What follows belongs to an exercise in optimizing a design on an open flow for small area and a short achievable clock period; a production flow would make more cautious choices. At most, simulation tests tie the RTL to the original design; equivalence was not proved. Only the layout flow was run in run 7; the RTL was not checked for function there. Power and IR drop assume default switching activity.

--- flow/flow/run.sh ---
#!/bin/bash
# Standard layout, with two changes to how it is optimised:
#  - the port buffers are buf_2 cells instead of the resizer's default pick
#  - repair_timing aims for a setup margin so that paths are sized for a
#    shorter period than the 13 ns constraint (the SDC is unchanged)
set -euo pipefail
export BUFFER_PORTS_ARGS="-buffer_cell sky130_fd_sc_hd__buf_2"
export SETUP_SLACK_MARGIN=9.4
bash standard.sh > standard.log 2>&1
--- flow/standard.sh ---
#!/bin/bash
# synth_recipe.tcl (not shown) runs the flow's synth.tcl, then flattens the netlist and writes it again
# the make line also repeats each setting of config.mk as NAME=value (left out here)
make -C /OpenROAD-flow-scripts/flow DESIGN_CONFIG=/design/flow/config.mk WORK_HOME=/design/flow/orfs CLKGATE_MAP_FILE= SYNTH_SCRIPT=/design/flow/synth_recipe.tcl "${@:-finish}"
--- flow/config.mk ---
export PLATFORM = sky130hd
export DESIGN_NAME = Floating_Point_Addition
export DESIGN_NICKNAME = Floating_Point_Addition
export VERILOG_FILES = /design/flow/design.v
export SDC_FILE = /design/flow/constraint.sdc
export NUM_CORES = 4
export LEC_CHECK = 0
export ABC_CLOCK_PERIOD_IN_PS = 3500
export CAP_MARGIN = 20
export CORE_MARGIN = 2
export CORE_UTILIZATION = 40
export CTS_CLUSTER_DIAMETER = 60
export CTS_CLUSTER_SIZE = 40
export SLEW_MARGIN = 20
--- flow/constraint.sdc ---
create_clock -name core_clock -period 13.0 [get_ports {clk}]
set_input_delay 2.6000 -clock core_clock [delete_from_list [all_inputs] [get_ports {clk}]]
set_output_delay 2.6000 -clock core_clock [all_outputs]
set_load 0.01 [all_outputs]
--- flow/design.v ---
module Small_Alu(x, y, swap, dxy, eeq, hx, hy);
  input [30:0] x, y;
  output swap;
  output [7:0] dxy;
  output eeq;
  output hx, hy;
  assign dxy = x[30:23] - y[30:23];
  assign swap = x < y;
  assign eeq = x[30:23] == y[30:23];
  assign hx = |x[30:23];
  assign hy = |y[30:23];
endmodule
module Mux_2(x, y, en, out);
  input [30:0] x, y;
  input en;
  output [30:0] out;
  assign out = en ? x : y;
endmodule
module Mux_3(x, y, en, out);
  input [30:0] x, y;
  input en;
  output [30:0] out;
  assign out = en ? y : x;
endmodule
module Shift_Right(d, m, outp);
  input [5:0] d;    
  input [25:0] m;   
  output [26:0] outp;
  reg [25:0] al;
  reg st;
  always @(*) begin
    al = m;
    st = 1'b0;
    if (d[0]) begin st = st | al[0];         al = al >> 1;  end
    if (d[1]) begin st = st | (|al[1:0]);   al = al >> 2;  end
    if (d[2]) begin st = st | (|al[3:0]);   al = al >> 4;  end
    if (d[3]) begin st = st | (|al[7:0]);   al = al >> 8;  end
    if (d[4]) begin st = st | (|al[15:0]);  al = al >> 16; end
    if (d[5]) begin st = |m; al = 26'd0; end
  end
  assign outp = {al, st};
endmodule
module Big_Alu(sub, a, b, outp);
  input sub;
  input [23:0] a;
  input [26:0] b;
  output [27:0] outp;
  wire [26:0] A = {a, 3'b000};
  wire [26:0] B = b ^ {27{sub}};
  reg [27:0] g, p;
  reg [27:0] G, P;
  integer i, k;
  always @(*) begin
    g[0] = sub; p[0] = 1'b0;
    for (i = 0; i < 27; i = i + 1) begin
      g[i+1] = A[i] & B[i];
      p[i+1] = A[i] ^ B[i];
    end
    G = g; P = p;
    for (k = 1; k < 28; k = k * 2)
      for (i = 2*k - 1; i < 28; i = i + 2*k) begin
        G[i] = G[i] | (P[i] & G[i-k]);
        P[i] = P[i] & P[i-k];
      end
    for (k = 8; k >= 1; k = k / 2)
      for (i = 3*k - 1; i < 28; i = i + 2*k) begin
        G[i] = G[i] | (P[i] & G[i-k]);
        P[i] = P[i] & P[i-k];
      end
  end
  wire [26:0] s = p[27:1] ^ G[26:0];
  wire cout = g[27] | (p[27] & G[26]);
  assign outp = {cout ^ sub, s};
endmodule
module Control(s, eb, sh, zero);
  input [27:0] s;
  input [7:0] eb;
  output [4:0] sh;
  output zero;
  reg [4:0] lz;
  reg found;
  integer i;
  always @(*) begin
    lz = 5'd28;
    found = 1'b0;
    for (i = 27; i >= 0; i = i - 1)
      if (!found && s[i]) begin
        lz = 27 - i;
        found = 1'b1;
      end
  end
  assign zero = ~|s;
  assign sh = ({3'd0, lz} < eb) ? lz : eb[4:0];
endmodule
module Incre_Decre(eb, sh, e);
  input [7:0] eb;
  input [4:0] sh;
  output [7:0] e;
  assign e = eb + 8'd1 - {3'd0, sh};
endmodule
module Shift_Left_Right(s, sh, out);
  input [27:0] s;
  input [4:0] sh;
  output [25:0] out;
  wire [27:0] t = s << sh;
  assign out = {t[27:3], |t[2:0]};
endmodule
module Rounding(sign, t, e, spec, nan, result, overflow);
  input sign;
  input [25:0] t;        
  input [7:0] e;
  input spec, nan;
  output [31:0] result;
  output overflow;
  wire up = t[1] & (t[2] | t[0]);
  wire [31:0] pk = {1'b0, (t[25] ? e : 8'd0), t[24:2]} + {31'd0, up};
  wire ovf = pk[31] | (&pk[30:23]);
  assign overflow = ~spec & ovf;
  assign result = spec ? (nan ? 32'h7fc00000 : {sign, 8'hff, 23'd0}) :
                  ovf ? {sign, 8'hff, 23'd0} : {sign, pk[30:0]};
endmodule
module Floating_Point_Addition(clk, reset, in_valid, x, y, out_valid, result, overflow);
input clk, reset;
input in_valid;
input [31:0] x, y;
output out_valid;
output [31:0] result;
output overflow;
reg [5:0] valid;
always @(posedge clk) begin
  if (!reset) valid <= 0;
  else valid <= {valid[4:0], in_valid};
end
assign out_valid = valid[5];
wire swap_w, eeq_w, hx_w, hy_w;
wire [7:0] dxy_w;
Small_Alu u_small_alu(.x(x[30:0]), .y(y[30:0]), .swap(swap_w), .dxy(dxy_w), .eeq(eeq_w),
  .hx(hx_w), .hy(hy_w));
reg [31:0] x0, y0;
reg swap0, eeq0, hx0, hy0;
reg [7:0] dxy0;
always @(posedge clk) begin
  x0 <= x; y0 <= y; swap0 <= swap_w; dxy0 <= dxy_w; eeq0 <= eeq_w; hx0 <= hx_w; hy0 <= hy_w;
end
wire [30:0] big, sml;
Mux_3 u_mux_3(.x(x0[30:0]), .y(y0[30:0]), .en(swap0), .out(big));
Mux_2 u_mux_2(.x(x0[30:0]), .y(y0[30:0]), .en(swap0), .out(sml));
wire hb = swap0 ? hy0 : hx0;
wire hs = swap0 ? hx0 : hy0;
wire pre_r = swap0 & ~eeq0;
wire [7:0] dsel = dxy0 ^ {8{pre_r}};
wire [5:0] d = {|dsel[7:5], dsel[4:0]};
wire pre_l = hb & ~hs;
wire [25:0] ms = (pre_r & ~pre_l) ? {1'b0, hs, sml[22:0], 1'b0} :
                 (pre_l & ~pre_r) ? {sml[22:0], 3'b000} :
                                    {hs, sml[22:0], 2'b00};
wire [26:0] al_w;
Shift_Right u_shift_right(.d(d), .m(ms), .outp(al_w));
wire sx = &x0[30:23], sy = &y0[30:23];
wire sub_w = x0[31] ^ y0[31];
wire nan_w = (sx & (|x0[22:0])) | (sy & (|y0[22:0])) | (sx & sy & sub_w);
reg [23:0] mb1;
reg [26:0] ms1;
reg [7:0] eb1;
reg sign1, sub1, spec1, nan1;
always @(posedge clk) begin
  mb1 <= {hb, big[22:0]};
  ms1 <= al_w;
  eb1 <= {big[30:24], big[23] | ~hb};
  sign1 <= swap0 ? y0[31] : x0[31];
  sub1 <= sub_w;
  spec1 <= sx | sy;
  nan1 <= nan_w;
end
wire [27:0] sum_w;
Big_Alu u_big_alu(.sub(sub1), .a(mb1), .b(ms1), .outp(sum_w));
reg [27:0] s2;
reg [7:0] eb2;
reg sign2, sub2, spec2, nan2;
always @(posedge clk) begin
  s2 <= sum_w; eb2 <= eb1; sign2 <= sign1; sub2 <= sub1; spec2 <= spec1; nan2 <= nan1;
end
wire [4:0] sh_w;
wire zero_w;
Control u_control(.s(s2), .eb(eb2), .sh(sh_w), .zero(zero_w));
reg [27:0] s3;
reg [4:0] sh3;
reg [7:0] eb3;
reg sign3, spec3, nan3;
always @(posedge clk) begin
  s3 <= s2; sh3 <= sh_w; eb3 <= eb2; sign3 <= sign2 & ~(sub2 & zero_w); spec3 <= spec2; nan3 <= nan2;
end
wire [25:0] t_w;
wire [7:0] e_w;
Shift_Left_Right u_shift_left_right(.s(s3), .sh(sh3), .out(t_w));
Incre_Decre u_incre_decre(.eb(eb3), .sh(sh3), .e(e_w));
reg [25:0] t4;
reg [7:0] e4;
reg sign4, spec4, nan4;
always @(posedge clk) begin
  t4 <= t_w; e4 <= e_w; sign4 <= sign3; spec4 <= spec3; nan4 <= nan3;
end
wire [31:0] res_w;
wire ovf_w;
Rounding u_rounding(.sign(sign4), .t(t4), .e(e4), .spec(spec4), .nan(nan4),
  .result(res_w), .overflow(ovf_w));
reg [31:0] result;
reg overflow;
always @(posedge clk) begin
  result <= res_w;
  overflow <= ovf_w;
end
endmodule
==> impl_metrics.ini, run 1 <==
[status]
outcome = complete, no violations

[setup_path]
critPathMaxFanout = 2
path_class = in2reg
setup.worst_path.end_class = flip-flop
cp.arrival_ns = 4.28
required_ns = 13.48
start_kind = primary input

[placed_design]
port_buffers = 100
dp_cells = 2161
hpwl_um = 31200
post-place-ws_ns = 8.38
place_congestion = 0.910

[cts]
cts_tree = built
cts_max_level = 1
cts_sinks = 299
max-clock-path-buffers = 3
cts_inserted_buffers = 22
ctsRootBufferMaster = clkbuf_16
ctsHoldBuffers = 0
clkTransAtPathRegs_ns = 0.10
clk_latency_ns = 0.56

[die]
placementRows = 71
dieHeight_um = 199
io_pins = 101
dieWidth_um = 199
die-area_sq_um = 39600
initial_core_util_pct = 40.5
core_region_area_sq_um = 37600

[timing]
fin_crit_sh_pct = 29.3
max_freq_mhz = 263
setup_slack_ns = 9.20
rsz0062_at_grt = true
tightestPinTransition_ns = 0.973
maxSlewHeadroom_pct = 35.0
slew_violations = 0
fin_skew_ns = 0.0289
setup_tns_ns = 0
holdWs_ns = 0.331
fin_crit_ns = 3.80
final-setup-viol-count = 0
hold_viol_final = 0

[synth]
yosys.cell_types.count = 106
ys_ff_latch = 299
yosysSeqAreaShare_pct = 39.4
syn_nets = 1757
yosysWarningCount = 4
synth_edf_count = 0
syn_area_per_cell_sq_um = 9.48
netlist_instances = 1604
synthFlopType = dfxtp_1
netlist_area_sq_um = 15200
synth-async-reset-ratio_pct = 0

[global_route]
grtUsageTotal_pct = 20.2
overflow = 0
grt_pass1_vias = 11600
grt_max_degree = 81
grt_pass1_wl_um = 63400
antenna_found_initial = 2

[pwr]
p_leak_nw = 7.55
switching_share_pct = 39.0
clockPowerShare_pct = 21.3
p_per_area_nw_per_um2 = 204
intPower_mw = 2.21
comb_power_share_pct = 40.8
vdd_drop_max_uv = 109
power_switching_mw = 1.41
seq_power_share_pct = 37.9

[routing]
routed_wl_um = 40700
drtPass1Iterations = 6
post-route-drc-count = 0
wl_per_cell_um = 18.3
vias = 12100
drt_iter0_drc = 866
routed_via_density = 5.44
drtAntennaViolNets = 0

[job]
drv_cap = 0

[cells_and_area]
drive_gt1_share_pct = 20.3
layout_commonest_cell = dfxtp_1
final_nets = 1849
layoutNonFillerInstCount = 2222
num-fill-cells = 3521
syn_to_final_growth_pct = 16.9
final_cell_mix = 281 x dfxtp_1, 120 x nand2_1, 110 x inv_1, 109 x nor2_1, 84 x buf_2
antenna_cells = 0
final_core_utilization_pct = 47.3

[hold_path]
hp-class = reg2reg
==> registers in the layout, summed over array words and instances (netlist names), 5 cells and up <==
name and cells:
x0 32, eb2 8, eb3 8, valid 6, result 32, t4 26
e4 8, s2 28, s3 28, sh3 5, eb1 8, mb1 24
ms1 27, dxy0 8, y0 32
==> layout make-up <==
class	count	area, sq um	share of cell area, %
flip-flops and latches	299	6020	33.8
repair buffers	136	946	5.32
clock buffers	24	579	3.26
well taps	511	639	3.60
inverters	116	455	2.56
multi-input cells	1121	8860	49.9
clock inverters	15	278	1.56
==> final timing paths <==
| check | from | slack (ns) | depth (start not counted) | endpoint |
|---|---|---|---|---|
| max | x[1] | 9.20 | 11 | swap0 |
| max reg2reg | swap0 | 9.26 | 11 | ms1[0] |
| min reg2reg | sign3 | 0.33 | 0 | sign4 |
| min | sign3 | 0.33 | 0 | sign4 |
==> Yosys cell counts (20+ instances only) <==
master | instances | area share, %
a21o_1 | 22 | 1.1
mux2_2 | 40 | 3.0
a21oi_1 | 66 | 2.2
inv_1 | 114 | 2.8
ha_1 | 71 | 5.8
o21ai_0 | 50 | 1.6
a211oi_1 | 20 | 0.99
nand2_1 | 123 | 3.0
nor2b_1 | 22 | 0.90
nand4_1 | 26 | 1.1
xor2_1 | 49 | 2.8
mux2i_1 | 66 | 4.3
nor4_1 | 29 | 1.2
nand3_1 | 33 | 1.1
nor3_1 | 47 | 1.5
dfxtp_1 | 299 | 39
clkbuf_1 | 30 | 0.74
o22ai_1 | 26 | 1.1
nor2_1 | 109 | 2.7
nand2b_1 | 21 | 0.86
xnor2_1 | 42 | 2.4
==> power by group through the flow <==
stage	clock network, mW	logic, mW	registers [mW]
finish	0.772	1.48	1.37
global route	0.827	1.63	1.41
CTS	0.792	1.42	1.36
detailed placement	0	1.39	1.38
global placement	0	1.39	1.37
floorplan	0	1.03	1.34
==> what timing repair did <==
action,CTS,global route
endpoints found under the setup margin,50,73
pin swaps,13,18
setup buffers,6,12
resized for setup,36,62
gates cloned,1,3
==> cell families after synthesis <==
logic type | after synthesis | share of synthesized area [%]
fa+ha+maj | 86 | 7.82
mux | 127 | 9.99
xor+xnor | 94 | 5.71
buf+inv | 186 | 5.31
compound gates | 323 | 15.5
flops | 299 | 39.4
simple gates | 489 | 16.3
==> per-stage QoR <==
step | cell area (sq um) | power [mW]
4_1_cts | 17300 | 3.57
3_3_place_gp | 16200 | 2.76
6_report | 17800 | 3.62
2_1_floorplan | 15300 | 2.37
3_5_place_dp | 16200 | 2.77
5_1_grt | 17800 | 3.86
==> routing by layer <==
layer  vias to the layer above  share of wire [%]  GRT usage, %
met5                         -              0.032             0
met4                         2                3.5          6.63
li1                       5915                  -             -
met1                      5706                 44          26.2
met3                        95                5.5          3.54
met2                       368                 47          34.0
==> critical path, stage by stage <==
cell	delay [ns]
buf_8	0.10
ha_4	0.22
a21o_1	0.17
a21o_1	0.15
a21o_1	0.15
a21o_1	0.16
a21oi_2	0.17
o21ai_2	0.08
a221oi_2	0.26
o31ai_1	0.10
a21oi_1	0.12
==> run 2: changes to the inputs <==
--- a/flow/config.mk
+++ b/flow/config.mk
@@ -7,3 +7,3 @@
 export LEC_CHECK = 0
-export ABC_CLOCK_PERIOD_IN_PS = 3500
+export ABC_AREA = 1
 export CAP_MARGIN = 20
==> run 2 against run 1 <==
Sequential power barely moved. Non-clock buffer count fell by 20. Sequential cell count did not move. Combinational power fell by 5%. Power fell by 3.6%. Clock power fell by 3.5%. Setup slack improved by 0.23 ns. Critical path depth fell by 10. Clock-buffer cell count rose by 1. Critical path type is now reg2out. Highest routed layer is now met4.
==> impl_metrics.ini, run 2 <==
[synth]
yosysSeqAreaShare_pct = 41.2
yosysWarningCount = 4
netlist_area_sq_um = 14500
synth_common_cells = 378 x nand2_1, 299 x dfxtp_1, 272 x nand3_1
synth_area_leader_cell = dfxtp_1
synth-async-reset-ratio_pct = 0
ys_ff_latch = 299
synthTopCellsByArea = dfxtp_1 41%, nand2_1 9.8%, nand3_1 9.4%
synthFlopType = dfxtp_1
yosys.cell_types.count = 50
syn_nets = 2074
syn_area_per_cell_sq_um = 7.56
synth_edf_count = 0
netlist_instances = 1921
yosysMostFrequentCell = nand2_1
synth_top_area_share_pct = 41.2

[cts]
ctsHoldBuffers = 0
clk_latency_ns = 0.53
cts_tree = built
cts_sinks = 299
max-clock-path-buffers = 3
ctsRootBufferMaster = clkbuf_16
cts_inserted_buffers = 23
clkTransAtPathRegs_ns = 0.09
cts_max_level = 1

[cells_and_area]
final_cell_mix = 377 x nand2_1, 293 x dfxtp_1, 271 x nand3_1, 201 x inv_1, 139 x nor2_1
syn_to_final_growth_pct = 14.1
antenna_cells = 0
layoutNonFillerInstCount = 2476
layout_commonest_cell = nand2_1
largestRegisters = result (32), x0 (32), y0 (32)
drive_gt1_share_pct = 10.7
final_nets = 2152
finalInstanceArea_sq_um = 16600
num-fill-cells = 3616

[timing]
tightestPinTransition_ns = 0.912
fin_crit_ns = 3.57
setup_tns_ns = 0
setup_slack_ns = 9.43
slew_violations = 0
fin_crit_sh_pct = 27.5
maxSlewHeadroom_pct = 39.1
max_freq_mhz = 280
final-setup-viol-count = 0
hold_viol_final = 0
fin_skew_ns = 0.0226
rsz0062_at_grt = true

[setup_path]
critPathMaxFanout = 1
cp.arrival_ns = 0.97
path_delay_family = flip-flops
cp_slowest_cell = dfxtp_1
start_kind = flip-flop
critical_path.cell_chain = buf_2
path_class = reg2out
setup.worst_path.end_class = output port
max_stage_delay_ns = 0.32
crit_buf_inv = 1
required_ns = 10.40

[placed_design]
postPlaceCellArea_sq_um = 15500
dp_cells = 2424
hpwl_um = 32400
place_congestion = 0.928
post-place-ws_ns = 8.76
port_buffers = 100

[die]
io_pins = 101
core_region_area_sq_um = 35700
initial_core_util_pct = 40.8
dieWidth_um = 195
placementRows = 69
dieHeight_um = 195
die-area_sq_um = 37900

[routing]
routed_wl_um = 40700
vias = 13000
wl_per_cell_um = 16.5
routed_via_density = 5.26
drtPass1Iterations = 5
drtAntennaViolNets = 0
post-route-drc-count = 0
drt_iter0_drc = 1258

[job]
drv_cap = 0

[global_route]
grt_pass1_wl_um = 64000
overflow = 0
grt_max_degree = 62
grtUsageTotal_pct = 21.0
grt_pass1_vias = 11900
antenna_found_initial = 1

[pwr]
p_per_area_nw_per_um2 = 210
p_leak_nw = 7.79
p_total_mw = 3.49
vdd_drop_max_uv = 104

[status]
outcome = complete, no violations

[hold_path]
hp-class = reg2reg
==> run 2: cell count changes after synthesis, moves of 19 or more <==
cell and change:
a211oi_1 -19, inv_1 +94, mux2_2 -40, mux2i_1 -59, nand2_1 +255, nand2b_1 -21
nand3_1 +239, nand4_1 +52, nor2_1 +31, nor2b_1 -22, nor3_1 -24, o21ai_0 +67
o22ai_1 -23
==> run 2: power breakdown <==
group          internal, mW  switching, mW  total (mW)
Sequential             1.17          0.169        1.34
Clock                 0.362          0.383       0.745
Combinational         0.487          0.914        1.40
Total                  2.02           1.47        3.49
==> run 2: final cells by class <==
class                      instances  area, sq um  area share, %
clock buffer                      25          593           3.58
clock inverter                    16          220           1.33
inverter                         219          868           5.24
multi-input combinational       1338         7630           46.0
sequential                       299         5990           36.2
tap                              461          577           3.48
timing repair buffer             116          683           4.12
timing repair inverter             2         10.0         0.0604
==> run 2: per-layer routing <==
| metal | global-route usage [%] | share of wire, % | up-vias |
|---|---|---|---|
| li1 | - | - | 6559 |
| met1 | 31.1 | 49 | 5995 |
| met2 | 32.1 | 42 | 412 |
| met4 | 6.15 | 3.0 | 0 |
| met5 | 0 | 0 | - |
| met3 | 2.24 | 5.3 | 64 |
==> run 2: final timing paths <==
check                                start    endpoint  slack, ns  depth (start not counted)
worst max-delay path            result[26]  result[26]       9.43                          1
worst min-delay path                 sign1       sign2       0.33                          0
worst max register to register        sub1      s2[27]       9.64                         14
worst min register to register       sign1       sign2       0.33                          0
==> run 2: cell families after synthesis <==
group                    synth area share (%)
AO/OA/AOI/OAI                            8.48
adder cells (fa/ha/maj)                  8.18
buffers and inverters                    7.55
XOR/XNOR                                 4.98
multiplexers                            0.482
flip-flops                               41.2
AND/OR/NAND/NOR                          29.1
==> run 2: timing repair <==
item,CTS,global route
endpoints found under the setup margin,29,52
pin swaps,1,14
setup buffers,1,7
cloned,0,3
resized for setup,11,35
==> run 2: per-stage QoR <==
| stage | utilization [%] | hold slack, ns |
|---|---|---|
| 3_5_place_dp | 43.5 | 0.312 |
| 5_1_grt | 46.5 | 0.334 |
| 2_1_floorplan | - | 0.310 |
| 3_3_place_gp | 43.5 | 0.311 |
| 6_report | 46.5 | 0.327 |
| 4_1_cts | 45.9 | 0.323 |
==> run 3: changes to the inputs <==
--- a/flow/config.mk
+++ b/flow/config.mk
@@ -11,4 +11,4 @@
 export CORE_UTILIZATION = 40
-export CTS_CLUSTER_DIAMETER = 60
-export CTS_CLUSTER_SIZE = 40
+export CTS_CLUSTER_DIAMETER = 70
+export CTS_CLUSTER_SIZE = 50
 export SLEW_MARGIN = 20
==> run 3 against run 2 <==
Synthesized cell count unchanged. Final area down 0.63%. Still clean on timing, DRC and antenna. Largest power group unchanged. Die area unchanged. Critical endpoint unchanged. Largest cell class unchanged. Sequential share of layout area up 0.24 points. Utilization down 0.29 points. Setup slack worse by 0.0083 ns. Global-route usage about the same. Wire length up 0.34%. Hold slack better by 0.0069 ns. Sequential power about the same. Register-to-register slack worse by 0.04 ns.
==> impl_metrics.ini, run 3 <==
[status]
outcome = complete, no violations

[timing]
tightestPinTransition_ns = 0.892
fin_crit_ns = 3.58
max_freq_mhz = 279
fin_skew_ns = 0.0421
setup_tns_ns = 0
fin_crit_sh_pct = 27.6
slew_violations = 0
maxSlewHeadroom_pct = 40.4
final-setup-viol-count = 0
hold_viol_final = 0
rsz0062_at_grt = true
holdWs_ns = 0.334

[placed_design]
postPlaceCellArea_sq_um = 15500
place_congestion = 0.928
hpwl_um = 32400
dp_cells = 2424
port_buffers = 100

[setup_path]
start_kind = flip-flop
path_delay_family = flip-flops
critPathMaxFanout = 1
cp_slowest_cell = dfxtp_1
critical_path.cell_chain = buf_2
max_stage_delay_ns = 0.32
crit_buf_inv = 1
required_ns = 10.40
cp.arrival_ns = 0.98
path_class = reg2out
cp.depth = 1
r2r_setup_slack_ns = 9.60
r2r_cells = 14
setup.worst_path.end_class = output port

[cells_and_area]
syn_to_final_growth_pct = 13.4
final_nets = 2149
layout_commonest_cell = nand2_1
largestRegisters = result (32), x0 (32), y0 (32)
num-fill-cells = 3623
final_cell_mix = 377 x nand2_1, 293 x dfxtp_1, 272 x nand3_1, 201 x inv_1, 139 x nor2_1
drive_gt1_share_pct = 10.4
antenna_cells = 0
layoutNonFillerInstCount = 2469
finalInstanceArea_sq_um = 16500

[synth]
synth_common_cells = 378 x nand2_1, 299 x dfxtp_1, 272 x nand3_1
netlist_area_sq_um = 14500
synth_top_area_share_pct = 41.2
yosysMostFrequentCell = nand2_1
synth-async-reset-ratio_pct = 0
synth_edf_count = 0
synthTopCellsByArea = dfxtp_1 41%, nand2_1 9.8%, nand3_1 9.4%
yosysSeqAreaShare_pct = 41.2
netlist_instances = 1921
yosys.cell_types.count = 50
yosysWarningCount = 4
syn_area_per_cell_sq_um = 7.56
syn_nets = 2074
synth_area_leader_cell = dfxtp_1
synthFlopType = dfxtp_1
ys_ff_latch = 299

[routing]
vias = 13000
routed_wl_um = 40900
post-route-drc-count = 0
wl_per_cell_um = 16.6
routed_via_density = 5.26
drtPass1Iterations = 6
drt_iter0_drc = 1248
drtAntennaViolNets = 0

[cts]
cts_max_level = 1
ctsRootBufferMaster = clkbuf_16
max-clock-path-buffers = 3
cts_inserted_buffers = 19
cts_tree = built
clkTransAtPathRegs_ns = 0.10
clk_latency_ns = 0.54
cts_sinks = 299

[die]
io_pins = 101
placementRows = 69
initial_core_util_pct = 40.8
dieHeight_um = 195
die-area_sq_um = 37900
core_region_area_sq_um = 35700
dieWidth_um = 195

[pwr]
p_per_area_nw_per_um2 = 207
vdd_drop_max_uv = 95.8
p_leak_nw = 7.73
p_total_mw = 3.42

[global_route]
grt_pass1_wl_um = 63800
grt_pass1_vias = 11900
overflow = 0
antenna_found_initial = 1
grt_max_degree = 62
grtUsageTotal_pct = 21.0

[hold_path]
min_path_cells = 0
hp-class = reg2reg

[job]
drv_cap = 0
[run 3: changes by cell type in the layout (fill, tap and decap cells not counted), sizes merged]
cell	before	now
clkinvlp	4	5
clkinv	13	11
clkbuf	27	20
buf	114	116
inv	220	219
[run 3: cells by family (layout without fill, tap and decap cells)]
kind of cell	Yosys count	after routing	synth area share [%]
AOI/OAI and AO/OA	227	227	8.48
xor gates and xnor gates	80	80	4.98
adders and majority gates	86	86	8.18
buffers and inverters	285	371	7.55
DFF	299	299	41.2
muxes	7	7	0.482
and+or+nand+nor	937	938	29.1
[run 3: worst paths after layout]
path	from	to
setup / recovery	result[26]	result[26]
hold reg to reg	spec3	spec4
hold / removal	spec3	spec4
setup reg to reg	sub1	s2[27]
[run 3: cell type report]
| type | instances | area [sq um] | share of cell area, % |
|---|---|---|---|
| Multi-Input combinational cell | 1338 | 7620 | 46.3 |
| Sequential cell | 299 | 6000 | 36.4 |
| Inverter | 219 | 868 | 5.27 |
| Timing Repair Buffer | 117 | 701 | 4.25 |
| Tap cell | 461 | 577 | 3.50 |
| Clock buffer | 19 | 475 | 2.89 |
| Clock inverter | 14 | 225 | 1.37 |
| Timing Repair inverter | 2 | 10.0 | 0.0608 |
[run 3: repair_timing]
action,CTS,global route
cloned,0,4
hold buffers,0,0
setup buffers,0,8
gates resized for setup,12,32
endpoints found under the setup margin,34,64
pin swaps,0,11
[run 3: through the flow]
step,worst slack [ns],utilization [%]
2_1_floorplan,9.10,-
3_3_place_gp,8.76,43.5
3_5_place_dp,8.76,43.5
4_1_cts,9.39,45.6
5_1_grt,9.31,46.2
6_report,9.42,46.2
[run 3: layer usage]
| layer | up-vias | global-route usage, % | share of wire [%] |
|---|---|---|---|
| met5 | - | 0 | 0 |
| met4 | 0 | 6.64 | 3.1 |
| met3 | 62 | 2.24 | 5.1 |
| met2 | 384 | 31.9 | 42 |
| met1 | 5984 | 31.0 | 49 |
| li1 | 6551 | - | - |
[run 3: power by group]
group	leakage, nW	switching [mW]	internal [mW]
clock network	0.330	0.369	0.303
logic	4.90	0.915	0.486
registers	2.51	0.169	1.17
==> run 4: changes to the inputs <==
--- a/flow/config.mk
+++ b/flow/config.mk
@@ -10,3 +10,3 @@
 export CORE_MARGIN = 2
-export CORE_UTILIZATION = 40
+export CORE_UTILIZATION = 55
 export CTS_CLUSTER_DIAMETER = 70
==> run 4 against run 3 <==
Area after synthesis unchanged. Utilization rose by 16 points. Final area is 1.3% lower. Critical path type unchanged.
==> impl_metrics.ini, run 4 <==
[status]
outcome = complete, no violations

[hold_path]
hp-class = reg2reg

[setup_path]
path_delay_family = flip-flops
cp_slowest_cell = dfxtp_1
start_kind = flip-flop
critPathMaxFanout = 1
critical_path.cell_chain = buf_2
crit_buf_inv = 1
required_ns = 10.40
path_class = reg2out
setup.worst_path.end_class = output port
max_stage_delay_ns = 0.33
r2r_setup_slack_ns = 9.63
cp.arrival_ns = 0.97

[cells_and_area]
layout_commonest_cell = nand2_1
num-fill-cells = 2377
layoutNonFillerInstCount = 2344
final_nets = 2149
multi_input_area_sq_um = 7620
syn_to_final_growth_pct = 11.9
drive_gt1_share_pct = 10.1
final_cell_mix = 377 x nand2_1, 297 x dfxtp_1, 271 x nand3_1, 202 x inv_1, 138 x nor2_1
area.sequential_sq_um = 5990
final_core_utilization_pct = 62.6
largestRegisters = result (32), x0 (32), y0 (32)
antenna_cells = 0

[global_route]
grt_max_degree = 62
grt_pass1_wl_um = 61000
overflow = 0
antenna_found_initial = 1
grtUsageTotal_pct = 26.9
grt_pass1_vias = 12200

[synth]
synth_edf_count = 0
netlist_area_sq_um = 14500
netlist_instances = 1921
synthTopCellsByArea = dfxtp_1 41%, nand2_1 9.8%, nand3_1 9.4%
yosysMostFrequentCell = nand2_1
synth-async-reset-ratio_pct = 0
synthFlopType = dfxtp_1
yosys.cell_types.count = 50
synth_top_area_share_pct = 41.2
synth_area_leader_cell = dfxtp_1
yosysWarningCount = 4
ys_ff_latch = 299
yosysSeqAreaShare_pct = 41.2
syn_nets = 2074
synth_common_cells = 378 x nand2_1, 299 x dfxtp_1, 272 x nand3_1
syn_area_per_cell_sq_um = 7.56

[timing]
fin_crit_ns = 3.57
max_freq_mhz = 280
hold_viol_final = 0
final-setup-viol-count = 0
rsz0062_at_grt = true
fin_crit_sh_pct = 27.5
setup_slack_ns = 9.43
fin_skew_ns = 0.0385
slew_violations = 0
setup_tns_ns = 0
tightestPinTransition_ns = 0.878
maxSlewHeadroom_pct = 41.4

[routing]
drtPass1Iterations = 6
routed_wl_um = 38100
post-route-drc-count = 0
drtAntennaViolNets = 0
wl_per_cell_um = 16.3
drt_iter0_drc = 990
routed_via_density = 5.53
vias = 13000

[die]
placementRows = 59
io_pins = 101
dieWidth_um = 167
core_region_area_sq_um = 26000
initial_core_util_pct = 55.9
die-area_sq_um = 27700
dieHeight_um = 167

[cts]
cts_sinks = 299
max-clock-path-buffers = 3
clkTransAtPathRegs_ns = 0.11
cts_tree = built
clk_latency_ns = 0.54
cts_max_level = 1
cts_inserted_buffers = 19
ctsRootBufferMaster = clkbuf_16
ctsHoldBuffers = 0

[placed_design]
place_congestion = 0.917
port_buffers = 100
post-place-ws_ns = 8.82
dp_cells = 2300
hpwl_um = 30100

[pwr]
p_leak_nw = 7.72
vdd_drop_max_uv = 187
p_total_mw = 3.37
p_per_area_nw_per_um2 = 207

[job]
drv_cap = 0
## run 4: cell counts after synthesis
Identical to the previous run, type by type.
## run 4: cell families after synthesis
family,synth area share [%]
buffers and inverters,7.55
AND/OR/NAND/NOR,29.1
adder cells (fa/ha/maj),8.18
AO/OA/AOI/OAI,8.48
XOR/XNOR,4.98
flip-flops,41.2
multiplexers,0.482
## run 4: area by class of cell
class / count / area share [%]
repair buffers: 118 / 4.19
repair inverters: 1 / 0.0308
multi-input cells: 1338 / 46.9
flip-flops and latches: 299 / 36.8
inverters: 219 / 5.26
clock buffers: 20 / 2.95
clock inverters: 14 / 1.29
well taps: 335 / 2.58
## run 4: path summary, 6_finish.rpt
kind                                 start    endpoint  cells after the start
worst max-delay path            result[17]  result[17]                      1
worst min-delay path                 sign1       sign2                      0
worst max register to register       swap0      ms1[0]                     19
worst min register to register       sign1       sign2                      0
## run 4: report_power, final
part	leakage [nW]	internal, mW	switching, mW
Clock	0.327	0.300	0.363
Combinational	4.89	0.484	0.880
Sequential	2.50	1.17	0.165
Total	7.72	1.96	1.41
## run 4: routing by layer
metal	vias up	track usage [%]	wire [um]
li1	6560	-	-
met3	73	2.92	1630
met4	2	7.76	1240
met1	5965	33.0	16100
met2	373	49.8	19200
met5	-	0	8
## run 4: metrics by stage
stage	hold WS [ns]	area (sq um)
after floorplan	0.310	14700
after global placement	0.310	15400
after detailed placement	0.312	15400
after CTS	0.338	16100
after global routing	0.345	16300
final	0.336	16300
## run 4: repair_timing
item	in CTS	in global routing
gates resized for setup	6	24
cloned	0	2
pin swaps	1	9
setup buffers	1	7
setup endpoints to repair	12	63
==> run 5: changes to the inputs <==
--- a/flow/flow/run.sh
+++ b/flow/flow/run.sh
@@ -8,2 +8,3 @@
 export SETUP_SLACK_MARGIN=9.4
+export CTS_ARGS="-sink_clustering_enable -repair_clock_nets -sink_clustering_size 50 -sink_clustering_max_diameter 70 -dont_use_dummy_load"
 bash standard.sh > standard.log 2>&1
==> run 5 against run 4 <==
Sequential power barely moved. Sequential cell count did not move. Critical path type is now in2reg. Clock-buffer cell count fell by 1. Cell count fell by 0.64%. Still clean. Critical path depth rose by 12. Via count fell by 0.24%.
==> impl_metrics.ini, run 5 <==
[timing]
hold_viol_final = 0
max_freq_mhz = 279
maxSlewHeadroom_pct = 40.7
fin_crit_sh_pct = 27.6
final-setup-viol-count = 0
slew_violations = 0
rsz0062_at_grt = true
fin_crit_ns = 3.59
setup_tns_ns = 0
fin_skew_ns = 0.0784
tightestPinTransition_ns = 0.889

[setup_path]
critical_path.cell_chain = buf_6, inv_4, ha_4, a21oi_4, o21ai_2, a21oi_1, inv_1, a21oi_2, inv_1, a21oi_2, nor2_1, nor2_1, xor2_1
r2r_setup_slack_ns = 9.61
start_kind = primary input
required_ns = 13.44
critPathMaxFanout = 4
cp.depth = 13
setup.worst_path.end_class = flip-flop
path_delay_family = compound AO/OA/AOI/OAI gates
reg2reg_to = ms1[0]
worstReg2RegStart = swap0
max_stage_delay_ns = 0.25
path_class = in2reg
crit_end = dxy0[7]
r2r_cells = 18
cp.arrival_ns = 4.02
cp_slowest_cell = ha_4
crit_buf_inv = 4
critPathLaunch = y[25]

[cells_and_area]
syn_to_final_growth_pct = 10.3
final_cell_mix = 377 x nand2_1, 298 x dfxtp_1, 271 x nand3_1, 202 x inv_1, 139 x nor2_1
num-fill-cells = 2412
antenna_cells = 0
drive_gt1_share_pct = 9.28
layout_commonest_cell = nand2_1
final_nets = 2149
largestRegisters = result (32), x0 (32), y0 (32)

[job]
drv_cap = 0

[cts]
cts_inserted_buffers = 19
cts_sinks = 299
ctsHoldBuffers = 0
cts_tree = built
clk_latency_ns = 0.52
clkTransAtPathRegs_ns = 0.09
max-clock-path-buffers = 3
ctsRootBufferMaster = clkbuf_16
cts_max_level = 1

[synth]
synthTopCellsByArea = dfxtp_1 41%, nand2_1 9.8%, nand3_1 9.4%
ys_ff_latch = 299
syn_nets = 2074
yosysSeqAreaShare_pct = 41.2
syn_area_per_cell_sq_um = 7.56
synth_top_area_share_pct = 41.2
synth_area_leader_cell = dfxtp_1
synth_common_cells = 378 x nand2_1, 299 x dfxtp_1, 272 x nand3_1
yosysMostFrequentCell = nand2_1
yosysWarningCount = 4
netlist_area_sq_um = 14500
netlist_instances = 1921
synth-async-reset-ratio_pct = 0
yosys.cell_types.count = 50
synthFlopType = dfxtp_1
synth_edf_count = 0

[placed_design]
port_buffers = 100
hpwl_um = 30100
place_congestion = 0.917

[global_route]
grt_pass1_vias = 12200
overflow = 0
antenna_found_initial = 2
grtUsageTotal_pct = 26.9
grt_max_degree = 62
grt_pass1_wl_um = 60800

[pwr]
p_total_mw = 3.24
vdd_drop_max_uv = 154
p_per_area_nw_per_um2 = 202
p_leak_nw = 7.62

[die]
placementRows = 59
die-area_sq_um = 27700
dieHeight_um = 167
dieWidth_um = 167
io_pins = 101
core_region_area_sq_um = 26000
initial_core_util_pct = 55.9

[routing]
post-route-drc-count = 0
wl_per_cell_um = 16.4
vias = 12900
drtPass1Iterations = 5
routed_via_density = 5.56
routed_wl_um = 38100
drt_iter0_drc = 1005
drtAntennaViolNets = 0

[status]
outcome = complete, no violations

[hold_path]
hp-class = reg2reg
## run 5: final cells by class
type / count / area (sq um) / share of cell area, %
clock buffer: 19 / 475 / 2.97
inverter: 219 / 856 / 5.34
tap: 335 / 419 / 2.62
sequential: 299 / 5990 / 37.4
timing repair buffer: 118 / 674 / 4.21
timing repair inverter: 1 / 5.00 / 0.0312
multi-input combinational: 1338 / 7610 / 47.5
## run 5: cell families after synthesis
kind of cell	synth area share (%)
buf+inv	7.55
compound gates	8.48
flops	41.2
fa+ha+maj	8.18
mux	0.482
simple gates	29.1
xor+xnor	4.98
## run 5: per-layer routing
| layer | global-route usage (%) | share of wire [%] |
|---|---|---|
| met1 | 32.9 | 42 |
| met2 | 49.6 | 50 |
| met3 | 3.14 | 4.3 |
| met4 | 7.72 | 3.1 |
| met5 | 0 | 0.063 |
## run 5: worst min path at each step
stage          slack [ns]    from  cells past startpoint      to
4_1_cts              0.32    nan3                      0    nan4
2_1_floorplan        0.31  eb1[0]                      0  eb2[0]
5_1_grt              0.33   spec1                      0   spec2
6_report             0.33    nan3                      0    nan4
3_3_place_gp         0.31    nan3                      0    nan4
3_5_place_dp         0.31    nan2                      0    nan3
## run 5: power breakdown
group / internal [mW] / switching, mW / leakage (nW)
registers: 1.17 / 0.165 / 2.50
clock network: 0.260 / 0.285 / 0.234
logic: 0.482 / 0.880 / 4.88
## run 5: repair_timing
item,4_1_cts,5_1_grt
gates resized for setup,7,18
endpoints found under the setup margin,14,63
buffers inserted,1,7
cloned,0,2
pin swaps,2,10
## run 5: through the flow
stage	hold slack, ns	area [sq um]	instances	worst slack (ns)	util, %
2_1_floorplan	0.310	14700	1921	9.10	-
3_3_place_gp	0.310	15400	2300	8.86	59.2
3_5_place_dp	0.312	15400	2300	8.82	59.2
4_1_cts	0.316	15900	2320	9.35	61.1
5_1_grt	0.334	16000	2329	9.26	61.7
6_report	0.326	16000	2329	9.41	61.7
==> run 6: changes to the inputs <==
--- a/flow/design.v
+++ b/flow/design.v
@@ -25,3 +25,3 @@
 module Shift_Right(d, m, outp);
-  input [5:0] d;    
+  input [4:0] d;    
   input [25:0] m;   
@@ -38,3 +38,2 @@
     if (d[4]) begin st = st | (|al[15:0]);  al = al >> 16; end
-    if (d[5]) begin st = |m; al = 26'd0; end
   end
@@ -151,3 +150,3 @@
 wire [7:0] dsel = dxy0 ^ {8{pre_r}};
-wire [5:0] d = {|dsel[7:5], dsel[4:0]};
+wire [4:0] d = dsel[4:0] | {5{|dsel[7:5]}};
 wire pre_l = hb & ~hs;
--- a/flow/flow/run.sh
+++ b/flow/flow/run.sh
@@ -8,3 +8,2 @@
 export SETUP_SLACK_MARGIN=9.4
-export CTS_ARGS="-sink_clustering_enable -repair_clock_nets -sink_clustering_size 50 -sink_clustering_max_diameter 70 -dont_use_dummy_load"
 bash standard.sh > standard.log 2>&1
==> run 6 against run 5 <==
Clock skew is 0.043 ns lower. Via count is 4.6% lower. Sequential share of layout area hardly changed. Critical path type is now reg2out. Still clean on timing, DRC and antenna. Synthesized cell count is 1.4% lower. Final area hardly changed. Combinational power is 12% lower. Cell count is 1.2% lower. Clock-buffer cell count is 1 higher.
==> impl_metrics.ini, run 6 <==
[status]
outcome = complete, no violations

[cells_and_area]
layoutNonFillerInstCount = 2301
final_cell_mix = 402 x nand2_1, 292 x dfxtp_1, 204 x inv_1, 202 x nand3_1, 120 x o21ai_0
num-fill-cells = 2406
layout_commonest_cell = nand2_1
final_nets = 2108
largestRegisters = result (32), x0 (32), y0 (32)
drive_gt1_share_pct = 11.4
syn_to_final_growth_pct = 10.3
antenna_cells = 0

[global_route]
grt_pass1_wl_um = 58500
antenna_found_initial = 1
grt-busiest-layer = met2
grt_max_degree = 68
grtUsageTotal_pct = 25.7
grt.met3_usage_pct = 3.37
overflow = 0
grt_use_met2_pct = 47.4
grt_pass1_vias = 11800
use_met1_pct = 30.9

[setup_path]
critical_path.cell_chain = buf_2
crit_buf_inv = 1
path_class = reg2out
path_delay_family = flip-flops
r2r_cells = 17
reg2reg_to = s2[26]
required_ns = 10.40
critPathMaxFanout = 1
start_kind = flip-flop
worstReg2RegStart = sub1
cp_slowest_cell = dfxtp_1
cp.arrival_ns = 0.98
setup.worst_path.end_class = output port
r2r_setup_slack_ns = 9.65
max_stage_delay_ns = 0.32

[pwr]
vdd_drop_max_uv = 165
p_leak_nw = 7.58
p_per_area_nw_per_um2 = 198
p_total_mw = 3.17

[synth]
syn_nets = 2047
syn_area_per_cell_sq_um = 7.67
yosysSeqAreaShare_pct = 41.2
synthAdderAreaFrac_pct = 8.18
synth_top_area_share_pct = 41.2
yosysWarningCount = 4
yosysMostFrequentCell = nand2_1
synth_area_leader_cell = dfxtp_1
yosys.cell_types.count = 51
synth_top_family_by_area = simple AND/OR/NAND/NOR gates
synth-xor-area-share_pct = 5.00
synth-async-reset-ratio_pct = 0
synth-compound-area-share_pct = 8.82
synthMuxAreaShare_pct = 0.689
synthTopCellsByArea = dfxtp_1 41%, nand2_1 10%, nand3_1 7.0%
synth_edf_count = 0
netlist_area_sq_um = 14500
synthFlopType = dfxtp_1
netlist_instances = 1894
yosys.area_share.simple_pct = 28.3
synth_common_cells = 404 x nand2_1, 299 x dfxtp_1, 209 x inv_1
ys_ff_latch = 299

[timing]
tightestPinTransition_ns = 0.859
holdWs_ns = 0.327
max_freq_mhz = 279
fin_crit_sh_pct = 27.5
setup_tns_ns = 0
maxSlewHeadroom_pct = 41.9
fin_crit_ns = 3.58
final-setup-viol-count = 0
hold_viol_final = 0
slew_violations = 0
rsz0062_at_grt = true
setup_slack_ns = 9.42
fin_skew_ns = 0.0358

[die]
dieWidth_um = 167
dieHeight_um = 167
die-area_sq_um = 27700
core_region_area_sq_um = 26000
io_pins = 101
initial_core_util_pct = 55.9
placementRows = 59

[routing]
drt_iter0_drc = 916
post-route-drc-count = 0
drtPass1Iterations = 7
vias = 12400
routed_via_density = 5.37
drtAntennaViolNets = 0
routed_wl_um = 35900
wl_per_cell_um = 15.6

[cts]
max-clock-path-buffers = 3
cts_max_level = 1
clk_latency_ns = 0.53
cts_tree = built
ctsRootBufferMaster = clkbuf_16
clkTransAtPathRegs_ns = 0.10
cts_sinks = 299
cts_inserted_buffers = 18

[hold_path]
whs_endpoint = eb2[5]
hp-class = reg2reg
min_path_cells = 0
hold_start = eb1[5]

[placed_design]
post-place-ws_ns = 8.95
place_congestion = 0.916
dp_cells = 2269
port_buffers = 100
hpwl_um = 28600

[job]
drv_cap = 0
[run 6: changes by cell type after synthesis, moves of 7 or more]
cell	delta
nand3_1	-70
nand2_1	+26
clkbuf_1	-10
nor2_2	+24
nand4_1	-10
nor2_1	-24
xor2_1	+7
[run 6: worst register-to-register path, stage by stage (launching register included)]
cell	delay, ns
dfxtp_1	0.37
buf_12	0.22
xor2_1	0.21
ha_1	0.29
a21o_1	0.21
a21boi_0	0.14
a21boi_2	0.24
inv_1	0.08
a21oi_2	0.19
nor2_1	0.08
nand3b_1	0.08
nand3_1	0.13
nand3_1	0.10
nand3_1	0.12
a31oi_2	0.18
fa_1	0.20
fa_1	0.40
inv_1	0.06
[run 6: report_power, final]
part	leakage [nW]	switching, mW	internal (mW)	total, mW
combinational	4.77	0.762	0.439	1.20
sequential	2.51	0.163	1.17	1.33
clock	0.299	0.333	0.305	0.637
total	7.58	1.26	1.91	3.17
[run 6: metal layers]
metal  routed length, um  vias up
met5                  13        -
met4                1130        2
met3                1620       65
met2               18100      322
met1               15100     5616
li1                    -     6348
[run 6: repair_timing]
action | 4_1_cts | 5_1_grt
hold buffers | 0 | 0
setup endpoints to repair | 6 | 38
cloned | 0 | 1
endpoints found under the hold margin | 0 | 0
gates resized for setup | 7 | 25
setup buffers | 0 | 0
[run 6: worst max path at each step]
| stage | start | end | slack, ns | cells past startpoint |
|---|---|---|---|---|
| 3_3_place_gp | y[24] | dxy0[7] | 9.00 | 11 |
| 3_5_place_dp | y[24] | dxy0[7] | 8.95 | 11 |
| 6_report | result[29] | result[29] | 9.42 | 1 |
| 4_1_cts | sub1 | s2[26] | 9.39 | 19 |
| 5_1_grt | sub1 | s2[26] | 9.32 | 17 |
| 2_1_floorplan | y[24] | dxy0[7] | 9.21 | 10 |
[run 6: final cells by class]
cell class	count	area, sq um	share of cell area, %
Tap cell	335	419	2.62
Inverter	218	853	5.32
Clock inverter	11	146	0.913
Sequential cell	299	5990	37.4
Timing Repair inverter	1	7.51	0.0468
Clock buffer	20	479	2.99
Multi-Input combinational cell	1309	7510	46.9
Timing Repair Buffer	108	614	3.83
[run 6: per-stage QoR]
step / util [%] / cell area [sq um]
after CTS: 61.3 / 15900
after detailed placement: 58.8 / 15300
after global placement: 58.8 / 15300
final: 61.7 / 16000
after global routing: 61.7 / 16000
after floorplan: - / 14600
[run 6: cells by family (layout without fill, tap and decap cells)]
group                      count (synthesis)  in the layout
muxes                                     10             10
buffers and inverters                    286            358
xor gates and xnor gates                  82             82
AOI/OAI and AO/OA                        236            236
DFF                                      299            299
and+or+nand+nor                          895            895
adders and majority gates                 86             86
==> run 7: changes to the inputs <==
--- a/flow/design.v
+++ b/flow/design.v
@@ -114,4 +114,4 @@
   wire up = t[1] & (t[2] | t[0]);
-  wire [31:0] pk = {1'b0, (t[25] ? e : 8'd0), t[24:2]} + {31'd0, up};
-  wire ovf = pk[31] | (&pk[30:23]);
+  wire [30:0] pk = {(t[25] ? e : 8'd0), t[24:2]} + {30'd0, up};
+  wire ovf = (t[25] & (&e)) | (&pk[30:23]);
   assign overflow = ~spec & ovf;
@@ -159,3 +159,4 @@
 wire sub_w = x0[31] ^ y0[31];
-wire nan_w = (sx & (|x0[22:0])) | (sy & (|y0[22:0])) | (sx & sy & sub_w);
+wire sb = sx | sy;    
+wire nan_w = (sb & (|big[22:0])) | (sx & sy & sub_w);
 reg [23:0] mb1;
@@ -170,3 +171,3 @@
   sub1 <= sub_w;
-  spec1 <= sx | sy;
+  spec1 <= sb;
   nan1 <= nan_w;
==> run 7 against run 6 <==
Area after synthesis hardly changed. First-iteration DRC count down 8.8%. Wire length up 2.9%. Largest power group unchanged. Via count increased by 2.1%. Non-clock buffer count grew 2. Clock skew down 0.0051 ns. Utilization grew 0.58 points. Critical path type unchanged. Global-route usage up 0.82 points. Hold slack lost 0.026 ns. Combinational power about the same.
==> impl_metrics.ini, run 7 <==
[setup_path]
cp.arrival_ns = 0.97
reg2reg_to = ms1[0]
setup.worst_path.end_class = output port
cp_slowest_cell = dfxtp_2
worstReg2RegStart = swap0
crit_buf_inv = 1
required_ns = 10.40
critPathMaxFanout = 1
r2r_cells = 17
path_delay_family = flip-flops
path_class = reg2out
critical_path.cell_chain = buf_2
r2r_setup_slack_ns = 9.72
max_stage_delay_ns = 0.33
start_kind = flip-flop

[synth]
yosys.cell_types.count = 53
yosysSeqAreaShare_pct = 41.2
syn_nets = 2086
synth_common_cells = 457 x nand2_1, 299 x dfxtp_1, 254 x nand3_1
netlist_area_sq_um = 14500
ys_ff_latch = 299
netlist_instances = 1933
synth_top_area_share_pct = 41.2
yosysWarningCount = 4
synth-async-reset-ratio_pct = 0
synth_area_leader_cell = dfxtp_1
yosysMostFrequentCell = nand2_1
synthFlopType = dfxtp_1
synthTopCellsByArea = dfxtp_1 41%, nand2_1 12%, nand3_1 8.7%
syn_area_per_cell_sq_um = 7.52
synth_edf_count = 0

[cells_and_area]
syn_to_final_growth_pct = 11.3
layout_commonest_cell = nand2_1
final_cell_mix = 455 x nand2_1, 296 x dfxtp_1, 254 x nand3_1, 199 x inv_1, 152 x nor2_1
final_nets = 2146
drive_gt1_share_pct = 10.1
num-fill-cells = 2406
layoutNonFillerInstCount = 2345
largestRegisters = result (32), x0 (32), y0 (32)

[global_route]
grt_use_met2_pct = 47.9
use_met1_pct = 32.1
grtUsageTotal_pct = 26.5
grt_pass1_wl_um = 60200
grt-busiest-layer = met2
antenna_found_initial = 4
grt_max_degree = 63
overflow = 0
grt.met3_usage_pct = 3.64
grt_pass1_vias = 11900

[pwr]
vdd_drop_max_uv = 159
comb_power_share_pct = 37.2
p_per_area_nw_per_um2 = 202
intPower_mw = 1.95
seq_power_share_pct = 40.8
switching_share_pct = 40.3
power_switching_mw = 1.32
clockPowerShare_pct = 22.0
p_leak_nw = 7.79

[cts]
cts_max_level = 1
clkTransAtPathRegs_ns = 0.11
cts_tree = built
ctsRootBufferMaster = clkbuf_16
max-clock-path-buffers = 3
cts_inserted_buffers = 19
ctsHoldBuffers = 0
clk_latency_ns = 0.54
cts_sinks = 299

[routing]
post-route-drc-count = 0
drt_iter0_drc = 835
vias = 12600
routed_via_density = 5.38
wl_per_cell_um = 15.8
routed_wl_um = 37000
drtPass1Iterations = 6
drtAntennaViolNets = 0

[die]
core_region_area_sq_um = 26000
placementRows = 59
initial_core_util_pct = 56.0
io_pins = 101
dieWidth_um = 167
die-area_sq_um = 27800
dieHeight_um = 167

[status]
outcome = complete, no violations

[placed_design]
place_congestion = 0.946
dp_cells = 2301
port_buffers = 100
hpwl_um = 29600

[timing]
rsz0062_at_grt = true
fin_crit_ns = 3.57
slew_violations = 0
fin_crit_sh_pct = 27.4
setup_tns_ns = 0
tightestPinTransition_ns = 0.815
max_freq_mhz = 280
maxSlewHeadroom_pct = 45.6
fin_skew_ns = 0.0307
hold_viol_final = 0
final-setup-viol-count = 0

[hold_path]
min_path_cells = 0
hold_start = spec2
hp-class = reg2reg
whs_endpoint = spec3

[job]
drv_cap = 0
==> run 7: cell types whose count changed in the layout (fill, tap and decap cells not counted), moves of 6 or more <==
cell     change
nand2_2      -6
nor3_1       -8
mux2i_1      -7
nand2_1     +53
a21oi_1     -11
nor2_2      -22
o21ai_0     -36
o21ai_1      -8
nor2_1      +36
buf_6        -6
nand4_1     -11
nand3_1     +52
==> run 7: worst max path at each step <==
stage,startpoint,endpoint,slack (ns),cells past startpoint
floorplan,x[25],dxy0[7],9.14,11
CTS,swap0,ms1[0],9.31,18
finish,result[5],result[5],9.43,1
global placement,y[25],dxy0[7],8.88,13
global route,swap0,ms1[0],9.32,16
detailed placement,x[25],dxy0[7],8.88,12
==> run 7: timing repair <==
item                                    CTS  global route
endpoints found under the setup margin    4            31
setup buffers                             0             5
gates cloned                              0             1
gates resized for setup                   4            18
pin swaps                                 0            12
==> run 7: power by group through the flow <==
stage | clock network (mW) | registers (mW) | logic, mW
3_5_place_dp | 0 | 1.36 | 1.20
4_1_cts | 0.734 | 1.34 | 1.21
5_1_grt | 0.770 | 1.37 | 1.38
6_report | 0.719 | 1.34 | 1.22
2_1_floorplan | 0 | 1.32 | 0.864
3_3_place_gp | 0 | 1.36 | 1.19
==> run 7: layer usage <==
metal	wire (um)	vias up
met1	15400	5785
met5	0	-
met2	18400	311
li1	-	6432
met4	1510	0
met3	1730	79
==> run 7: final cells by class <==
| cell class | instances | area [sq um] | area share, % |
|---|---|---|---|
| Antenna cell | 5 | 12.5 | 0.0773 |
| Clock buffer | 19 | 475 | 2.94 |
| Clock inverter | 14 | 280 | 1.73 |
| Inverter | 215 | 837 | 5.17 |
| Multi-Input combinational cell | 1348 | 7570 | 46.8 |
| Sequential cell | 299 | 5990 | 37.0 |
| Tap cell | 335 | 419 | 2.59 |
| Timing Repair Buffer | 110 | 596 | 3.68 |
==> run 7: per-stage QoR <==
step | worst slack, ns | hold WS (ns) | util (%) | instance area (sq um) | power (mW)
finish | 9.43 | 0.300 | 62.3 | 16200 | 3.27
global route | 9.32 | 0.310 | 62.2 | 16200 | 3.52
CTS | 9.31 | 0.309 | 61.8 | 16100 | 3.28
detailed placement | 8.88 | 0.312 | 58.9 | 15300 | 2.56
global placement | 8.88 | 0.310 | 58.9 | 15300 | 2.55
floorplan | 9.14 | 0.310 | - | 14700 | 2.18
==> run 7: logic make-up after synthesis <==
group	synth area share [%]
compound gates	7.55
fa+ha+maj	8.17
mux	0.207
buf+inv	7.78
flops	41.2
xor+xnor	5.24
simple gates	29.9
==> run 8: changes to the inputs <==
--- a/flow/design.v
+++ b/flow/design.v
@@ -114,4 +114,4 @@
   wire up = t[1] & (t[2] | t[0]);
-  wire [30:0] pk = {(t[25] ? e : 8'd0), t[24:2]} + {30'd0, up};
-  wire ovf = (t[25] & (&e)) | (&pk[30:23]);
+  wire [31:0] pk = {1'b0, (t[25] ? e : 8'd0), t[24:2]} + {31'd0, up};
+  wire ovf = pk[31] | (&pk[30:23]);
   assign overflow = ~spec & ovf;
@@ -159,4 +159,3 @@
 wire sub_w = x0[31] ^ y0[31];
-wire sb = sx | sy;    
-wire nan_w = (sb & (|big[22:0])) | (sx & sy & sub_w);
+wire nan_w = (sx & (|x0[22:0])) | (sy & (|y0[22:0])) | (sx & sy & sub_w);
 reg [23:0] mb1;
@@ -171,3 +170,3 @@
   sub1 <= sub_w;
-  spec1 <= sb;
+  spec1 <= sx | sy;
   nan1 <= nan_w;
==> flow/flow/run.sh (replaced) <==
#!/bin/bash
# Standard layout, with two changes to how it is optimised:
#  - the port buffers are buf_1 cells (timing repair upsizes them where needed) instead of the resizer's default pick
#  - repair_timing aims for a setup margin so that paths are sized for a
#    shorter period than the 13 ns constraint (the SDC is unchanged)
set -euo pipefail
export BUFFER_PORTS_ARGS="-buffer_cell sky130_fd_sc_hd__buf_1"
export SETUP_SLACK_MARGIN=9.5
bash standard.sh > standard.log 2>&1
==> run 8 against run 7 <==
Area after synthesis barely moved. Register-to-register slack got worse by 0.02 ns. Sequential cell count unchanged. Critical endpoint is now result[1]. First-iteration DRC count rose by 11%. Power fell by 1.5%. Critical path type unchanged. Sequential share of layout area about the same.
==> impl_metrics.ini, run 8 <==
[status]
outcome = complete, no violations

[setup_path]
setup.worst_path.end_class = output port
start_kind = flip-flop
critPathLaunch = result[1]
required_ns = 10.40
worstReg2RegStart = sub1
critPathMaxFanout = 1
crit_buf_inv = 1
cp_slowest_cell = dfxtp_2
max_stage_delay_ns = 0.34
path_delay_family = flip-flops
critical_path.cell_chain = buf_6
cp.arrival_ns = 0.98
path_class = reg2out

[cells_and_area]
antenna_cells = 0
area.sequential_sq_um = 6000
drive_gt1_share_pct = 9.58
final_cell_mix = 401 x nand2_1, 286 x dfxtp_1, 203 x inv_1, 199 x nand3_1, 120 x o21ai_0
syn_to_final_growth_pct = 11.5
layout_commonest_cell = nand2_1
num-fill-cells = 2418
final_nets = 2114
largestRegisters = result (32), x0 (32), y0 (32)
final_core_utilization_pct = 62.4
multi_input_area_sq_um = 7580

[synth]
yosysSeqAreaShare_pct = 41.2
synth_top_area_share_pct = 41.2
ys_ff_latch = 299
yosys.cell_types.count = 51
synth_common_cells = 404 x nand2_1, 299 x dfxtp_1, 209 x inv_1
yosysWarningCount = 4
netlist_area_sq_um = 14500
syn_area_per_cell_sq_um = 7.67
synth-async-reset-ratio_pct = 0
syn_nets = 2047
synthTopCellsByArea = dfxtp_1 41%, nand2_1 10%, nand3_1 7.0%
yosysMostFrequentCell = nand2_1
synth_area_leader_cell = dfxtp_1
netlist_instances = 1894
synthFlopType = dfxtp_1
synth_edf_count = 0

[pwr]
p_per_area_nw_per_um2 = 199
p_leak_nw = 7.51
p_total_mw = 3.22
vdd_drop_max_uv = 161

[global_route]
grt-busiest-layer = met2
grt_pass1_vias = 11700
antenna_found_initial = 1
grtUsageTotal_pct = 25.2
grt_pass1_wl_um = 57700
grt.met3_usage_pct = 3.09
grt_max_degree = 69
use_met1_pct = 30.3
overflow = 0
grt_use_met2_pct = 46.8

[die]
dieWidth_um = 167
die-area_sq_um = 27700
initial_core_util_pct = 55.9
core_region_area_sq_um = 26000
dieHeight_um = 167
io_pins = 101
placementRows = 59

[hold_path]
hold_start = eb1[4]
hp-class = reg2reg

[routing]
wl_per_cell_um = 15.6
drt_iter0_drc = 926
drtPass1Iterations = 5
vias = 12400
routed_via_density = 5.38
routed_wl_um = 35900
drtAntennaViolNets = 0
post-route-drc-count = 0

[timing]
maxSlewHeadroom_pct = 43.1
holdWs_ns = 0.338
slew_violations = 0
fin_skew_ns = 0.0383
fin_crit_ns = 3.58
max_freq_mhz = 279
tightestPinTransition_ns = 0.842
hold_viol_final = 0
setup_tns_ns = 0
final-setup-viol-count = 0
fin_crit_sh_pct = 27.5
rsz0062_at_grt = true

[placed_design]
hpwl_um = 28500
port_buffers = 100
place_congestion = 0.915

[cts]
max-clock-path-buffers = 3
cts_inserted_buffers = 18
clkTransAtPathRegs_ns = 0.11
cts_tree = built
cts_max_level = 1
clk_latency_ns = 0.54
ctsRootBufferMaster = clkbuf_16
cts_sinks = 299

[job]
drv_cap = 0
run 8: cell types whose count changed after synthesis, moves of 6 or more:
cell	previous run	this run
nor2_1	152	116
a21oi_1	55	64
nor3_1	14	22
mux2i_1	3	10
o21ai_0	86	123
nand2_1	457	404
nand4_1	57	68
nor2_2	3	26
o21ai_1	0	6
nand3_1	254	202
run 8: path summary, 6_finish.rpt:
path	to	slack [ns]	cells after the start
setup / recovery	result[1]	9.42	1
hold / removal	eb2[4]	0.34	0
setup reg to reg	s2[26]	9.70	17
hold reg to reg	eb2[4]	0.34	0
run 8: cell families (layout without fill, tap and decap cells):
family | after synthesis | in the layout | share of synthesized area (%)
compound gates | 236 | 236 | 8.82
xor+xnor | 82 | 82 | 5.00
fa+ha+maj | 86 | 86 | 8.18
buf+inv | 286 | 365 | 7.79
flops | 299 | 299 | 41.2
mux | 10 | 10 | 0.689
simple gates | 895 | 895 | 28.3
run 8: repair_timing:
action / in CTS / in global routing
buffers inserted: 0 / 5
resized for setup: 48 / 58
setup endpoints to repair: 58 / 72
cloned: 0 / 2
pin swaps: 0 / 13
hold buffers: 0 / 0
run 8: worst register-to-register path: stages (launching register included):
cell      delay [ns]
dfxtp_4         0.37
buf_12          0.15
xor2_1          0.19
ha_1            0.35
a21o_1          0.21
a21boi_1        0.13
a21boi_4        0.22
inv_1           0.07
a21oi_2         0.17
nor2_1          0.07
nand3b_1        0.10
nand3_2         0.10
nand3_2         0.08
nand3_2         0.10
a31oi_4         0.22
fa_2            0.23
fa_1            0.42
inv_1           0.06
run 8: power breakdown:
| part | internal, mW | leakage, nW | switching [mW] |
|---|---|---|---|
| registers | 1.17 | 2.51 | 0.166 |
| logic | 0.453 | 4.68 | 0.774 |
| clock network | 0.306 | 0.321 | 0.353 |
run 8: cell type report:
class / count / area share [%]
clock inverter: 13 / 1.29
sequential: 299 / 37.1
clock buffer: 19 / 2.80
timing repair buffer: 114 / 4.07
inverter: 218 / 5.36
tap: 335 / 2.59
timing repair inverter: 1 / 0.0463
multi-input combinational: 1309 / 46.8
run 8: through the flow:
stage	area, sq um	setup slack (ns)	std cells
after global placement	15200	8.84	2269
after floorplan	14700	9.25	1894
final	16200	9.42	2308
after global routing	16200	9.38	2308
after detailed placement	15200	8.83	2269
after CTS	15900	9.39	2301
run 8: layer usage:
layer | share of wire [%] | routed length [um]
met1 | 42 | 15100
met5 | 0.036 | 13
met2 | 51 | 18300
met3 | 4.1 | 1480
met4 | 3.1 | 1110
==> run 9: changes to the inputs <==
--- a/flow/flow/run.sh
+++ b/flow/flow/run.sh
@@ -7,3 +7,3 @@
 export BUFFER_PORTS_ARGS="-buffer_cell sky130_fd_sc_hd__buf_1"
-export SETUP_SLACK_MARGIN=9.5
+export SETUP_SLACK_MARGIN=9.4
 bash standard.sh > standard.log 2>&1
==> run 9 against run 8 <==
Fmax up 0.68%. Clock skew shrank 0.023 ns. Critical path depth did not move. Sequential cell count stayed put. Via count shrank 1.1%. Critical path type unchanged. Cell count fell by 0.13%.
==> impl_metrics.ini, run 9 <==
[timing]
rsz0062_at_grt = true
max_freq_mhz = 281
holdWs_ns = 0.325
hold_viol_final = 0
tightestPinTransition_ns = 0.870
setup_tns_ns = 0
maxSlewHeadroom_pct = 41.9
fin_crit_ns = 3.55
slew_violations = 0
final-setup-viol-count = 0
fin_crit_sh_pct = 27.3
fin_skew_ns = 0.0148

[cts]
ctsHoldBuffers = 0
clkTransAtPathRegs_ns = 0.09
clk_latency_ns = 0.52
cts_inserted_buffers = 19
ctsRootBufferMaster = clkbuf_16
cts_max_level = 1
max-clock-path-buffers = 3
cts_sinks = 299
cts_tree = built

[routing]
vias = 12300
drt_iter0_drc = 867
drtPass1Iterations = 6
wl_per_cell_um = 15.4
routed_via_density = 5.33
post-route-drc-count = 0
routed_wl_um = 35500
drtAntennaViolNets = 0

[synth]
netlist_instances = 1894
synth-compound-area-share_pct = 8.82
synthMuxAreaShare_pct = 0.689
syn_area_per_cell_sq_um = 7.67
yosysMostFrequentCell = nand2_1
synth_area_leader_cell = dfxtp_1
netlist_area_sq_um = 14500
synth_common_cells = 404 x nand2_1, 299 x dfxtp_1, 209 x inv_1
synth-xor-area-share_pct = 5.00
synthTopCellsByArea = dfxtp_1 41%, nand2_1 10%, nand3_1 7.0%
synthAdderAreaFrac_pct = 8.18
synth-async-reset-ratio_pct = 0
yosysWarningCount = 4
yosys.area_share.simple_pct = 28.3
synthFlopType = dfxtp_1
synth_top_family_by_area = simple AND/OR/NAND/NOR gates
yosysSeqAreaShare_pct = 41.2
syn_nets = 2047
synth_edf_count = 0
ys_ff_latch = 299
synth_top_area_share_pct = 41.2
yosys.cell_types.count = 51

[setup_path]
critical_path.cell_chain = buf_6
r2r_setup_slack_ns = 9.60
crit_buf_inv = 1
cp.depth = 1
cp_slowest_cell = dfxtp_2
setup.worst_path.end_class = output port
required_ns = 10.40
cp.arrival_ns = 0.95
worstReg2RegStart = sub1
r2r_cells = 17
start_kind = flip-flop
critPathMaxFanout = 1
path_class = reg2out
path_delay_family = flip-flops
max_stage_delay_ns = 0.33
reg2reg_to = s2[26]
critPathLaunch = result[18]

[cells_and_area]
final_nets = 2110
final_core_utilization_pct = 61.5
antenna_cells = 0
largestRegisters = result (32), x0 (32), y0 (32)
syn_to_final_growth_pct = 9.96
drive_gt1_share_pct = 8.63
final_cell_mix = 403 x nand2_1, 292 x dfxtp_1, 204 x inv_1, 202 x nand3_1, 120 x o21ai_0
layout_commonest_cell = nand2_1

[hold_path]
min_path_cells = 0
whs_endpoint = eb2[0]
hold_start = eb1[0]
hp-class = reg2reg

[status]
outcome = complete, no violations

[die]
placementRows = 59
core_region_area_sq_um = 26000
dieHeight_um = 167
initial_core_util_pct = 55.9
io_pins = 101
die-area_sq_um = 27700
dieWidth_um = 167

[pwr]
p_leak_nw = 7.43
vdd_drop_max_uv = 205
p_per_area_nw_per_um2 = 198

[global_route]
grt_max_degree = 68
grtUsageTotal_pct = 25.3
grt_pass1_vias = 11800
overflow = 0
antenna_found_initial = 0
grt_pass1_wl_um = 57700

[placed_design]
port_buffers = 100
place_congestion = 0.884
hpwl_um = 28500

[job]
drv_cap = 0
[run 9: cell count changes in the layout (fill, tap and decap cells not counted), moves of 3 or more]
| cell | delta |
|---|---|
| buf_4 | -5 |
| nand3_2 | -3 |
| nand3_1 | +3 |
| dfxtp_2 | -5 |
| buf_6 | -3 |
| clkinv_2 | +3 |
| clkbuf_2 | +15 |
| buf_2 | -10 |
| dfxtp_1 | +6 |
[run 9: timing repair]
item	CTS	global route
setup buffers	0	1
gates cloned	0	1
setup endpoints to repair	17	44
gates resized for setup	16	60
pin swaps	0	3
[run 9: routing by layer]
layer / part of all wire, % / GRT usage (%)
met1: 42 / 29.9
met3: 4.2 / 3.42
met2: 49 / 45.7
met5: 0 / 0
met4: 4.8 / 11.2
[run 9: logic make-up after synthesis]
family / after synthesis
buffers and inverters: 286
XOR/XNOR: 82
flip-flops: 299
multiplexers: 10
AO/OA/AOI/OAI: 236
AND/OR/NAND/NOR: 895
adder cells (fa/ha/maj): 86
[run 9: worst max-delay path by stage]
stage                 endpoint  slack, ns
floorplan              dxy0[7]       9.21
detailed placement     dxy0[7]       8.84
CTS                 result[23]       9.40
global route            s2[26]       9.28
global placement       dxy0[7]       8.92
finish              result[18]       9.45
[run 9: power breakdown]
part           internal (mW)  switching [mW]
combinational          0.437           0.758
clock                  0.297           0.341
sequential              1.17           0.164
[run 9: cell type report]
class | instances | area, sq um
clock inverters | 14 | 151
fillers | 2470 | 10000
clock buffers | 20 | 489
repair buffers | 109 | 546
flip-flops and latches | 299 | 5990
well taps | 335 | 419
repair inverters | 1 | 7.51
inverters | 218 | 848
multi-input cells | 1309 | 7520
[run 9: metrics by stage]
stage	setup slack, ns	area [sq um]	power (mW)	instances
floorplan	9.21	14600	2.19	1894
global placement	8.92	15200	2.51	2269
detailed placement	8.84	15200	2.52	2269
CTS	9.40	15800	3.17	2303
global route	9.28	16000	3.42	2305
finish	9.45	16000	3.17	2305

Setup slack of run 9, layout unchanged: 9.445 ns with ideal ports, 9.396 ns with driving cells assumed (clock clkbuf_16, inputs buf_2), 8.969 ns with port delays also shifted by the 0.561 ns mid clock arrival.
